Context: an optimization exercise on an open-source flow, tuned for small area, a short achievable clock period and few clock cycles per item. The choices shown serve that exercise and are no tape-out recipe. No functional check of the RTL was part of any run shown here. Power and IR drop assume default switching activity.

==> flow/design.v (outline; a module is shown in full before it is edited, if it fits) <==
// module Convolution: 2105 lines
// module fa: 6 lines
// module cpa: 24 lines
module Convolution(clk, rst_n, in_valid, weight_valid,
  In_IFM_1, In_IFM_2, In_IFM_3, In_IFM_4, In_IFM_5, In_IFM_6, In_IFM_7, In_IFM_8, In_IFM_9,
  In_Weight_1, In_Weight_2, In_Weight_3, In_Weight_4, In_Weight_5, In_Weight_6, In_Weight_7, In_Weight_8, In_Weight_9,
  out_valid, Out_OFM);
  // ...
==> flow/flow/run.sh <==
#!/bin/bash
# Own flow: the standard ORFS flow (standard synthesis, same steps), with
#  - port buffers of a plain small buffer cell (every input and output port still gets one),
#  - a tighter setup-slack target for the resizer's timing repair.
# Each tool's full output goes to flow_*.log in this folder; ORFS's own per-step logs stay
# under orfs/logs/.
set -euo pipefail
MARGIN=$(cat flow/margin.txt 2>/dev/null || echo 5.4)
export BUFFER_PORTS_ARGS="-buffer_cell sky130_fd_sc_hd__buf_1"
bash standard.sh SETUP_SLACK_MARGIN=$MARGIN finish > flow_orfs.log 2>&1
==> flow/flow/margin.txt <==
5.0
==> flow/standard.sh <==
#!/bin/bash
# synth_recipe.tcl (not shown) runs the flow's synth.tcl, then flattens the netlist and writes it again
# the make line also repeats each setting of config.mk as NAME=value (left out here)
make -C /OpenROAD-flow-scripts/flow DESIGN_CONFIG=/design/flow/config.mk WORK_HOME=/design/flow/orfs CLKGATE_MAP_FILE= SYNTH_SCRIPT=/design/flow/synth_recipe.tcl "${@:-finish}"
==> flow/config.mk <==
export PLATFORM = sky130hd
export DESIGN_NAME = Convolution
export DESIGN_NICKNAME = Convolution
export VERILOG_FILES = /design/flow/design.v
export SDC_FILE = /design/flow/constraint.sdc
export NUM_CORES = 8
export LEC_CHECK = 0
export ABC_CLOCK_PERIOD_IN_PS = 2000
export CAP_MARGIN = 20
export CORE_MARGIN = 2
export CORE_UTILIZATION = 60
export PLACE_DENSITY = 0.7
export SLEW_MARGIN = 20
export SYNTH_HIERARCHICAL = 1
==> flow/constraint.sdc <==
create_clock -name core_clock -period 8.0 [get_ports {clk}]
set_input_delay 1.6000 -clock core_clock [delete_from_list [all_inputs] [get_ports {clk}]]
set_output_delay 1.6000 -clock core_clock [all_outputs]
set_load 0.01 [all_outputs]
==> results.tsv, run 1 <==
stage	metric	value	unit
status	outcome	finished clean	
yosys	adder-cell share of the synthesized area	48.7	%
clocking	worst skew pair latency	570	ps
power_and_ir_drop	Net Sw Frac	40.9	%
finish	commonest non-fill, non-tap cell in the layout	nand2_1	
power_and_ir_drop	LEAKAGE	0.00863	uW
finish	Plain + repair buffers	172	
timing	normalized max-slew margin	46.8	%
worst_setup_path	CP Data Required Time	8440	ps
timing	RSZ-0062 raised after global routing	false	
finish	clock buf count	52	
power_and_ir_drop	power share of the clock group	16.8	%
timing	min Tclk post-route	2970	ps
floorplanning	Initial Utilization	61.2	%
finish	seq_cells	342	
detailed_routing	DRC errors left	0	
yosys	synthesized area	23200	um2
power_and_ir_drop	clk pwr	1790	uW
yosys	Seq cells post-synth	342	
finish	most frequent cells in the layout	nand2_1 (571), fa_1 (556), dfxtp_1 (263)	
worst_setup_path	critical path class	register to register	
worst_setup_path	worst-path cell chain	nand2_1 -> fa_1 -> fa_1 -> fa_1 -> fa_1	
yosys	fraction of synthesized area in multiplexers	0	%
timing	Worst Max-Slew Pin Slew	798	ps
timing	setup ws final	5030	ps
clocking	clk sinks	342	
detailed_routing	Max Used Layer	met4	
finish	fraction of area in multi-input gates	57.3	%
==> run 2: changes to the inputs <==
--- a/flow/design.v
+++ b/flow/design.v
@@ -27,37 +27,53 @@
 reg [7:0] x2, w2;
 reg [7:0] x3, w3;
 reg [7:0] x4, w4;
 reg [7:0] x5, w5;
 reg [7:0] x6, w6;
 reg [7:0] x7, w7;
 reg [7:0] x8, w8;
 reg [7:0] x9, w9;
+wire [7:0] wn1;
+wsel #(.N(8)) u_wsel1(.s(weight_valid), .a(In_Weight_1), .b(w1), .y(wn1));
+wire [7:0] wn2;
+wsel #(.N(8)) u_wsel2(.s(weight_valid), .a(In_Weight_2), .b(w2), .y(wn2));
+wire [7:0] wn3;
+wsel #(.N(8)) u_wsel3(.s(weight_valid), .a(In_Weight_3), .b(w3), .y(wn3));
+wire [7:0] wn4;
+wsel #(.N(8)) u_wsel4(.s(weight_valid), .a(In_Weight_4), .b(w4), .y(wn4));
+wire [7:0] wn5;
+wsel #(.N(8)) u_wsel5(.s(weight_valid), .a(In_Weight_5), .b(w5), .y(wn5));
+wire [7:0] wn6;
+wsel #(.N(8)) u_wsel6(.s(weight_valid), .a(In_Weight_6), .b(w6), .y(wn6));
+wire [7:0] wn7;
+wsel #(.N(8)) u_wsel7(.s(weight_valid), .a(In_Weight_7), .b(w7), .y(wn7));
+wire [7:0] wn8;
+wsel #(.N(8)) u_wsel8(.s(weight_valid), .a(In_Weight_8), .b(w8), .y(wn8));
+wire [7:0] wn9;
+wsel #(.N(8)) u_wsel9(.s(weight_valid), .a(In_Weight_9), .b(w9), .y(wn9));
 always @(posedge clk) begin
   x1 <= In_IFM_1;
   x2 <= In_IFM_2;
   x3 <= In_IFM_3;
   x4 <= In_IFM_4;
   x5 <= In_IFM_5;
   x6 <= In_IFM_6;
   x7 <= In_IFM_7;
   x8 <= In_IFM_8;
   x9 <= In_IFM_9;
-  if (weight_valid) begin
-    w1 <= In_Weight_1;
-    w2 <= In_Weight_2;
-    w3 <= In_Weight_3;
-    w4 <= In_Weight_4;
-    w5 <= In_Weight_5;
-    w6 <= In_Weight_6;
-    w7 <= In_Weight_7;
-    w8 <= In_Weight_8;
-    w9 <= In_Weight_9;
-  end
+  w1 <= wn1;
+  w2 <= wn2;
+  w3 <= wn3;
+  w4 <= wn4;
+  w5 <= wn5;
+  w6 <= wn6;
+  w7 <= wn7;
+  w8 <= wn8;
+  w9 <= wn9;
 end
 reg [3:0] vld;
 always @(posedge clk or negedge rst_n)
   if (!rst_n) vld <= 4'd0;
   else vld <= {vld[2:0], in_valid};
 assign out_valid = vld[3];
 reg k1_879;
 reg k1_880;
@@ -2104,16 +2120,23 @@
 assign Out_OFM = {1'd0, ofm};
 endmodule
 module fa(a, b, c, s, co);
 input a, b, c;
 output s, co;
 assign s = a ^ b ^ c;
 assign co = (a & b) | (a & c) | (b & c);
 endmodule
+module wsel(s, a, b, y);
+parameter N = 8;
+input s;
+input [N-1:0] a, b;
+output [N-1:0] y;
+assign y = s ? a : b;
+endmodule
 module cpa(a, b, s);
 parameter N = 16;
 input [N-1:0] a, b;
 output [N-1:0] s;
 localparam LV = $clog2(N);
 wire [(LV+1)*N-1:0] g, p;
 assign g[N-1:0] = ~a & ~b;
 assign p[N-1:0] = a ^ b;
==> flow/flow/margin.txt (replaced) <==
5.2
==> results.tsv, run 2 <==
stage	metric	value	unit	change
power_and_ir_drop	Pwr Density	441	nW/um2	was 440 nW/um2
yosys	synthesized area	23600	um2	was 23200 um2
yosys	Yosys top cell by area	fa_1		unchanged
worst_setup_path	slowest CP cell	fa_1		was edfxtp_1
yosys	largest cells by area after synthesis	fa_1 (47%), dfxtp_1 (29%), nand2_1 (9.1%)		was fa_1 (48%), dfxtp_1 (23%), edfxtp_1 (9.3%)
clocking	CTS Buf Count	38		unchanged
timing	Setup-failing EPs final	0		unchanged
yosys	syn_area_per_cell	13.1	um2	was 13.5 um2
global_route	largest net degree at the start of global routing	45		was 73
detailed_routing	Routed Antenna Nets	0		unchanged
yosys	Mapped Cells	1799		was 1718
yosys	Post-synth top cells	nand2_1 (571), fa_1 (556), dfxtp_1 (338), buf_6 (153), mux2_4 (72)		was nand2_1 (571), fa_1 (556), dfxtp_1 (266), buf_6 (144), edfxtp_1 (72)
timing	Slew Limit Fails	0		unchanged
floorplanning	Die H	202	um	was 200 um
timing	Hold Worst Slack	326	ps	was 325 ps
floorplanning	Initial Utilization	61.0	%	was 61.2%
clocking	H-tree levels	2		unchanged
detailed_routing	detailed router's first-iteration violation count	1317		was 1260
floorplanning	boundary pin count	170		unchanged
finish	commonest non-fill, non-tap cell in the layout	nand2_1		unchanged
timing	period utilization	34.9	%	was 37.1%
finish	Largest register FFs	20		unchanged
floorplanning	Cell Rows	72		was 71
finish	most frequent cells in the layout	nand2_1 (571), fa_1 (537), dfxtp_1 (196)		was nand2_1 (571), fa_1 (556), dfxtp_1 (263)
placement	Final Wtd Congestion	0.952		was 0.992
timing	fmax	358	MHz	was 337 MHz
floorplanning	Die W	202	um	was 200 um
finish	fill count	3019		was 2935
worst_setup_path	CP Capture Type	register		unchanged
detailed_routing	routed via count	13500		was 12.9k
global_route	first-pass GRT wire length	93300	um	was 89300 um
worst_setup_path	critical path class	register to register		unchanged
worst_setup_path	crit-path leading delay family	adder cells		unchanged
detailed_routing	DRC errors left	0		unchanged
status	outcome	finished clean		unchanged
finish	Multi-input gate area	15000	um2	was 13900 um2
power_and_ir_drop	LEAKAGE	0.00900	uW	was 0.00863 uW
yosys	Synth Flop Type	dfxtp_1		unchanged
clocking	worst skew pair latency	570	ps	about the same
detailed_routing	vias per cell	5.61		was 5.53
timing	final hold violation count	0		unchanged
floorplanning	Die Area	41000	um2	was 40200 um2
global_route	vias in the first global route	15100		was 14.5k
flow_run	Max-Cap Viols	0		unchanged
yosys	Post-synth EDFFs	0		was 72
clocking	clock buffer depth	3		unchanged
yosys	top-area cell type share of the netlist area	47.1	%	was 48.1%
worst_setup_path	CP arrival	3220	ps	was 3400 ps
hold_path	worst hold path type	register to register		unchanged
floorplanning	core area	38700	um2	was 37800 um2
finish	Largest Register	ofm		unchanged
timing	setup_tns	0	ps	unchanged
timing	RSZ-0062 raised after global routing	true		was false
global_route	overall fraction of global-route tracks in use	31.5	%	was 31.0%
finish	Area Overhead vs Synth	4.59	%	was 4.53%
worst_setup_path	Largest stage delay, worst path	510	ps	was 570 ps
yosys	sequential fraction of the synthesis area	29.1	%	was 32.8%
yosys	Yosys cell types	28		unchanged
clocking	clk sinks	342		unchanged
detailed_routing	routed len/inst	24.8	um	about the same
clocking	Post-CTS Setup Bufs	0		unchanged
timing	min Tclk post-route	2790	ps	was 2970 ps
yosys	cell with the most instances after synthesis	nand2_1		unchanged
finish	antenna cells	0		unchanged
detailed_routing	drt pass-1 iters	5		was 6
timing	Clock Skews	16.7	ps	was 16.9 ps
clocking	CTS tree	built		unchanged
worst_setup_path	Max FO, Critical Path	1		was 8
clocking	clock transition at the registers of the reported paths	60	ps	about the same
worst_setup_path	most used cell along the critical path	fa_1		unchanged
yosys	Seq cells post-synth	342		unchanged
worst_setup_path	worst-path cell chain	fa_2 -> fa_1 -> fa_1 -> fa_1 -> fa_1		was nand2_1 -> fa_1 -> fa_1 -> fa_1 -> fa_1
timing	normalized max-slew margin	58.5	%	was 46.8%
clocking	clock root cell	clkbuf_16		unchanged
yosys	Yosys warning count	7		unchanged
detailed_routing	Total Wirelength	59700	um	was 57800 um
worst_setup_path	CP Data Required Time	8430	ps	was 8440 ps
worst_setup_path	CP bufs+invs	0		unchanged
placement	I/O Buffers	168		unchanged
finish	register area	7100	um2	was 7590 um2
yosys	ys async rst share	1.17	%	unchanged
global_route	initial antenna violation count	0		unchanged
worst_setup_path	CP Launch Type	register		unchanged
finish	nets@finish	2581		was 2512
power_and_ir_drop	peak supply drop	617	uV	was 520 uV
finish	share of cells above drive strength 1	16.2	%	was 4.16%
global_route	Overflow after GRT	0		unchanged
timing	Worst Max-Slew Pin Slew	622	ps	was 798 ps
placement	dpl hpwl	50000	um	was 49100 um
==> run 2: cell count changes after synthesis <==
cell / before / now
buf_6: 144 / 153
dfxtp_1: 266 / 338
edfxtp_1: 72 / 0
mux2_4: 0 / 72
==> run 2: worst paths after layout <==
kind | start | to | slack, ps | depth (start not counted)
worst max-delay path | k1_916$_DFF_P_ | k2_1238$_DFF_P_ | 5210 | 5
worst min-delay path | k1_880$_DFF_P_ | k2_1228$_DFF_P_ | 330 | 0
worst max register to register | k1_916$_DFF_P_ | k2_1238$_DFF_P_ | 5210 | 5
worst min register to register | k1_880$_DFF_P_ | k2_1228$_DFF_P_ | 330 | 0
max in group asynchronous | rst_n | vld[1]$_DFF_PN0_ | 6970 | 1
min in group asynchronous | rst_n | vld[3]$_DFF_PN0_ | 850 | 1
==> run 2: per-layer routing <==
layer | GRT usage [%] | part of all wire [%] | up-vias
li1 | - | - | 5504
met5 | 0 | 0 | -
met3 | 5.76 | 9.5 | 151
met1 | 42.3 | 37 | 7035
met4 | 18.0 | 6.4 | 0
met2 | 49.0 | 47 | 808
==> run 2: per-module statistics from Yosys, one instance, submodules excluded, excerpt <==
module	copies in the design	area (um2)
Convolution	1	10700
fa	555	20.0
==> run 2: cell families after synthesis <==
kind of cell	count (synthesis)	share of synthesized area (%)
AOI/OAI and AO/OA	27	0.763
xor gates and xnor gates	12	0.445
adders and majority gates	568	47.8
buffers and inverters	187	7.85
DFF	342	29.1
muxes	72	4.58
other	2	0.0318
and+or+nand+nor	589	9.51
==> run 2: through the flow <==
stage          util (%)  instances  instance area (um2)  worst slack [ps]  power [uW]
6_report           63.8       2408                24700              5210       10900
5_1_grt            63.8       2408                24700              5160       12000
4_1_cts            63.4       2408                24600              5180       11000
3_5_place_dp       59.9       2343                23200              4600        9230
3_3_place_gp       59.9       2343                23200              4640        9010
2_1_floorplan         -       1810                23700              5320        6970
==> run 2: final cells by class <==
type | instances | area share (%)
tap | 518 | 2.62
inverter | 33 | 0.501
sequential | 342 | 28.8
clock inverter | 16 | 0.562
multi-input combinational | 1281 | 60.7
timing repair buffer | 169 | 2.61
clock buffer | 49 | 4.22
==> run 2: repair_timing <==
item / in CTS / in global routing
setup endpoints to repair: 58 / 94
pin swaps: 1 / 3
gates resized for setup: 124 / 65
hold buffers: 0 / 0
gates cloned: 0 / 0
==> run 2: where the power goes <==
part	internal [uW]	total [uW]	switching (uW)
Clock	956	1690	732
Combinational	2890	6290	3390
Sequential	2460	2920	453
Total	6310	10900	4580
==> run 3: changes to the inputs <==
==> flow/flow/margin.txt (replaced) <==
5.5
==> results.tsv, run 3 <==
stage	metric	value	unit	change
worst_setup_path	crit-path leading delay family	adder cells		unchanged
detailed_routing	drt pass-1 iters	7		was 5
yosys	Yosys warning count	7		unchanged
finish	Largest register FFs	20		unchanged
finish	Area Overhead vs Synth	20.0	%	was 4.59%
worst_setup_path	CP Launch Type	register		unchanged
detailed_routing	Total Wirelength	72200	um	was 59700 um
placement	dpl hpwl	50000	um	about the same
worst_setup_path	Worst R2R Setup Slack	5210	ps	about the same
timing	Slew Limit Fails	0		unchanged
worst_setup_path	slowest CP cell	fa_2		was fa_1
timing	RSZ-0062 raised after global routing	true		unchanged
timing	setup ws final	5210	ps	about the same
clocking	worst skew pair latency	580	ps	was 570 ps
global_route	Overflow after GRT	0		unchanged
global_route	largest net degree at the start of global routing	47		was 45
worst_setup_path	critical path class	register to register		unchanged
clocking	H-tree levels	2		unchanged
worst_setup_path	Largest stage delay, worst path	560	ps	was 510 ps
yosys	largest cells by area after synthesis	fa_1 (47%), dfxtp_1 (29%), nand2_1 (9.1%)		unchanged
finish	fin util	73.2	%	was 63.8%
finish	nets@finish	2749		was 2581
worst_setup_path	most used cell along the critical path	fa_2		was fa_1
placement	Final Wtd Congestion	0.985		was 0.952
timing	setup_tns	0	ps	unchanged
global_route	overall fraction of global-route tracks in use	33.4	%	was 31.5%
global_route	initial antenna violation count	0		unchanged
worst_setup_path	CP Data Required Time	8440	ps	was 8430 ps
floorplanning	core area	38700	um2	unchanged
yosys	Synth Flop Type	dfxtp_1		unchanged
global_route	met3 Use GR	7.11	%	was 5.76%
floorplanning	Die H	202	um	unchanged
yosys	cell with the most instances after synthesis	nand2_1		unchanged
worst_setup_path	R2R Path Start	w2[4]$_DFF_P_		was k1_916$_DFF_P_
yosys	Yosys top cell by area	fa_1		unchanged
finish	commonest non-fill, non-tap cell in the layout	nand2_1		unchanged
clocking	CTS Buf Count	38		unchanged
floorplanning	boundary pin count	170		unchanged
worst_setup_path	reg-to-reg endpoint	k1_995$_DFF_P_		was k2_1238$_DFF_P_
yosys	Post-synth EDFFs	0		unchanged
timing	normalized max-slew margin	61.4	%	was 58.5%
yosys	ys async rst share	1.17	%	unchanged
clocking	CTS Hold Bufs	0		unchanged
yosys	sequential fraction of the synthesis area	29.1	%	unchanged
clocking	clock root cell	clkbuf_16		unchanged
hold_path	end of the worst hold path	k2_1228$_DFF_P_		unchanged
detailed_routing	Routed Antenna Nets	0		unchanged
timing	Setup-failing EPs final	0		unchanged
hold_path	worst hold path type	register to register		unchanged
timing	fmax	358	MHz	about the same
power_and_ir_drop	LEAKAGE	0.0104	uW	was 0.00900 uW
global_route	met1 Usage GRT	43.9	%	was 42.3%
yosys	top-area cell type share of the netlist area	47.1	%	unchanged
finish	share of cells above drive strength 1	45.2	%	was 16.2%
yosys	Post-synth top cells	nand2_1 (571), fa_1 (556), dfxtp_1 (338), buf_6 (153), mux2_4 (72)		unchanged
yosys	synthesized area	23600	um2	unchanged
placement	Place WS	4590	ps	was 4600 ps
detailed_routing	vias per cell	5.83		was 5.61
clocking	CTS tree	built		unchanged
worst_setup_path	Max FO, Critical Path	6		was 1
flow_run	Max-Cap Viols	0		unchanged
detailed_routing	routed len/inst	28.0	um	was 24.8 um
finish	most frequent cells in the layout	nand2_1 (470), fa_2 (337), fa_1 (219)		was nand2_1 (571), fa_1 (537), dfxtp_1 (196)
yosys	Yosys cell types	28		unchanged
worst_setup_path	CP arrival	3230	ps	was 3220 ps
clocking	clock buffer depth	3		unchanged
global_route	first-pass GRT wire length	97900	um	was 93300 um
global_route	vias in the first global route	15800		was 15.1k
power_and_ir_drop	peak supply drop	590	uV	was 617 uV
timing	Clock Skews	40.9	ps	was 16.7 ps
floorplanning	Die W	202	um	unchanged
floorplanning	Initial Utilization	61.0	%	unchanged
yosys	Mapped Cells	1799		unchanged
worst_setup_path	worst-path cell chain	clkbuf_4 -> nand2_1 -> fa_2 -> fa_2 -> fa_2 -> fa_2		was fa_2 -> fa_1 -> fa_1 -> fa_1 -> fa_1
floorplanning	Cell Rows	72		unchanged
timing	period utilization	34.9	%	about the same
worst_setup_path	CP Capture Type	register		unchanged
global_route	met2 track demand over resource	52.2	%	was 49.0%
finish	antenna cells	0		unchanged
yosys	Seq cells post-synth	342		unchanged
clocking	clock transition at the registers of the reported paths	60	ps	about the same
timing	Worst Max-Slew Pin Slew	578	ps	was 622 ps
finish	Largest Register	ofm		unchanged
worst_setup_path	r2r worst-path depth	6		was 5
timing	final hold violation count	0		unchanged
hold_path	min-delay src	k1_880$_DFF_P_		unchanged
detailed_routing	detailed router's first-iteration violation count	1626		was 1317
global_route	gr busiest metal	met2		unchanged
floorplanning	Die Area	41000	um2	unchanged
yosys	syn_area_per_cell	13.1	um2	unchanged
status	outcome	finished clean		unchanged
timing	min Tclk post-route	2790	ps	about the same
hold_path	WHS Path Cells	0		unchanged
power_and_ir_drop	Pwr Density	428	nW/um2	was 441 nW/um2
worst_setup_path	CP bufs+invs	1		was 0
detailed_routing	routed via count	15000		was 13.5k
detailed_routing	DRC errors left	0		unchanged
clocking	clk sinks	342		unchanged
placement	I/O Buffers	168		unchanged
==> run 3: layer usage <==
metal  part of all wire (%)  routed length (um)
met5                      0                   0
met4                    7.3                5290
met3                     12                8450
met2                     47               33900
met1                     34               24600
==> run 3: layout make-up <==
class / count / area [um2]
sequential: 342 / 7420
clock inverter: 9 / 151
clock buffer: 58 / 1170
timing repair buffer: 337 / 2590
inverter: 33 / 124
fill: 2442 / 10400
multi-input combinational: 1281 / 16300
tap: 518 / 648
==> run 3: report_power, final <==
part | internal, uW | switching (uW)
logic | 3530 | 3790
registers | 2460 | 467
clock network | 1140 | 736
total | 7130 | 5000
==> run 3: worst reg2reg max path, delay by kind of cell, from the launching register on <==
family,cells,cell delay (ps)
adders and majority gates,4,1920
and+or+nand+nor,1,100
buffers and inverters,1,230
DFF,1,400
==> run 3: cells by family (layout without fill, tap and decap cells) <==
group | after synthesis | in the layout | synth area share (%)
muxes | 72 | 72 | 4.58
AOI/OAI and AO/OA | 27 | 27 | 0.763
adders and majority gates | 568 | 568 | 47.8
xor gates and xnor gates | 12 | 12 | 0.445
and+or+nand+nor | 589 | 589 | 9.51
buffers and inverters | 187 | 437 | 7.85
other | 2 | 13 | 0.0318
DFF | 342 | 342 | 29.1
==> run 3: what timing repair did <==
item | 4_1_cts | 5_1_grt
pin swaps | 80 | 199
buffers inserted | 49 | 119
gates resized for setup | 495 | 373
endpoints found under the setup margin | 179 | 113
==> run 3: per-stage QoR <==
stage          power (uW)  std cells  hold slack (ps)  area [um2]
6_report            12100       2578              329       28400
2_1_floorplan        7100       1810              310       23800
5_1_grt             13000       2578              341       28400
3_5_place_dp         9420       2343              315       23300
4_1_cts             11800       2459              334       26200
3_3_place_gp         9160       2343              315       23300
==> run 3: Yosys stat by module, one instance, submodules excluded, excerpt <==
module | copies in the design | flip-flops and latches | cells inside
Convolution | 1 | 342 | 1072
fa | 555 | 0 | 1
==> run 3: worst max path at each step <==
stage                   startpoint         endpoint  slack (ps)  depth (start not counted)
floorplan           k1_916$_DFF_P_  k2_1238$_DFF_P_        5390                          5
global placement      weight_valid    w8[1]$_DFF_P_        4650                          3
detailed placement    weight_valid    w8[4]$_DFF_P_        4590                          3
CTS                 k1_916$_DFF_P_  k2_1238$_DFF_P_        5210                          5
global route        k1_889$_DFF_P_  k2_1232$_DFF_P_        5180                          5
finish               w2[4]$_DFF_P_   k1_995$_DFF_P_        5210                          6

## separate check: timing with driven ports
In the flow no input, the clock included, has a driving cell. The finished layouts below were timed again as built, in two steps. Step 1, drivers: a clkbuf_16 drives clk and a buf_2 each remaining input, both assumed. Step 2 times the ports against the registers' clock, not the clock port: input delays grow and output delays shrink by t, the midpoint of the rising clock arrivals with the driver on. a / b / c = no drivers / after step 1 / after step 2; a / b = the first two.
run	t (ns)	slack for setup (ns)	worst setup path at the end	worst register clock-pin slew, ns
run 1	0.615	5.033 / 5.033 / 5.033	register to register	0.07 / 0.07
run 2	0.621	5.205 / 5.205 / 4.806	input to register	0.06 / 0.06
run 3	0.615	5.208 / 5.208 / 4.925	input to register	0.07 / 0.07
After both steps every run listed still meets setup and hold. For run 2, which loses most, drivers alone change the setup slack by 0.000 ns; drivers and shift together by -0.399 ns.
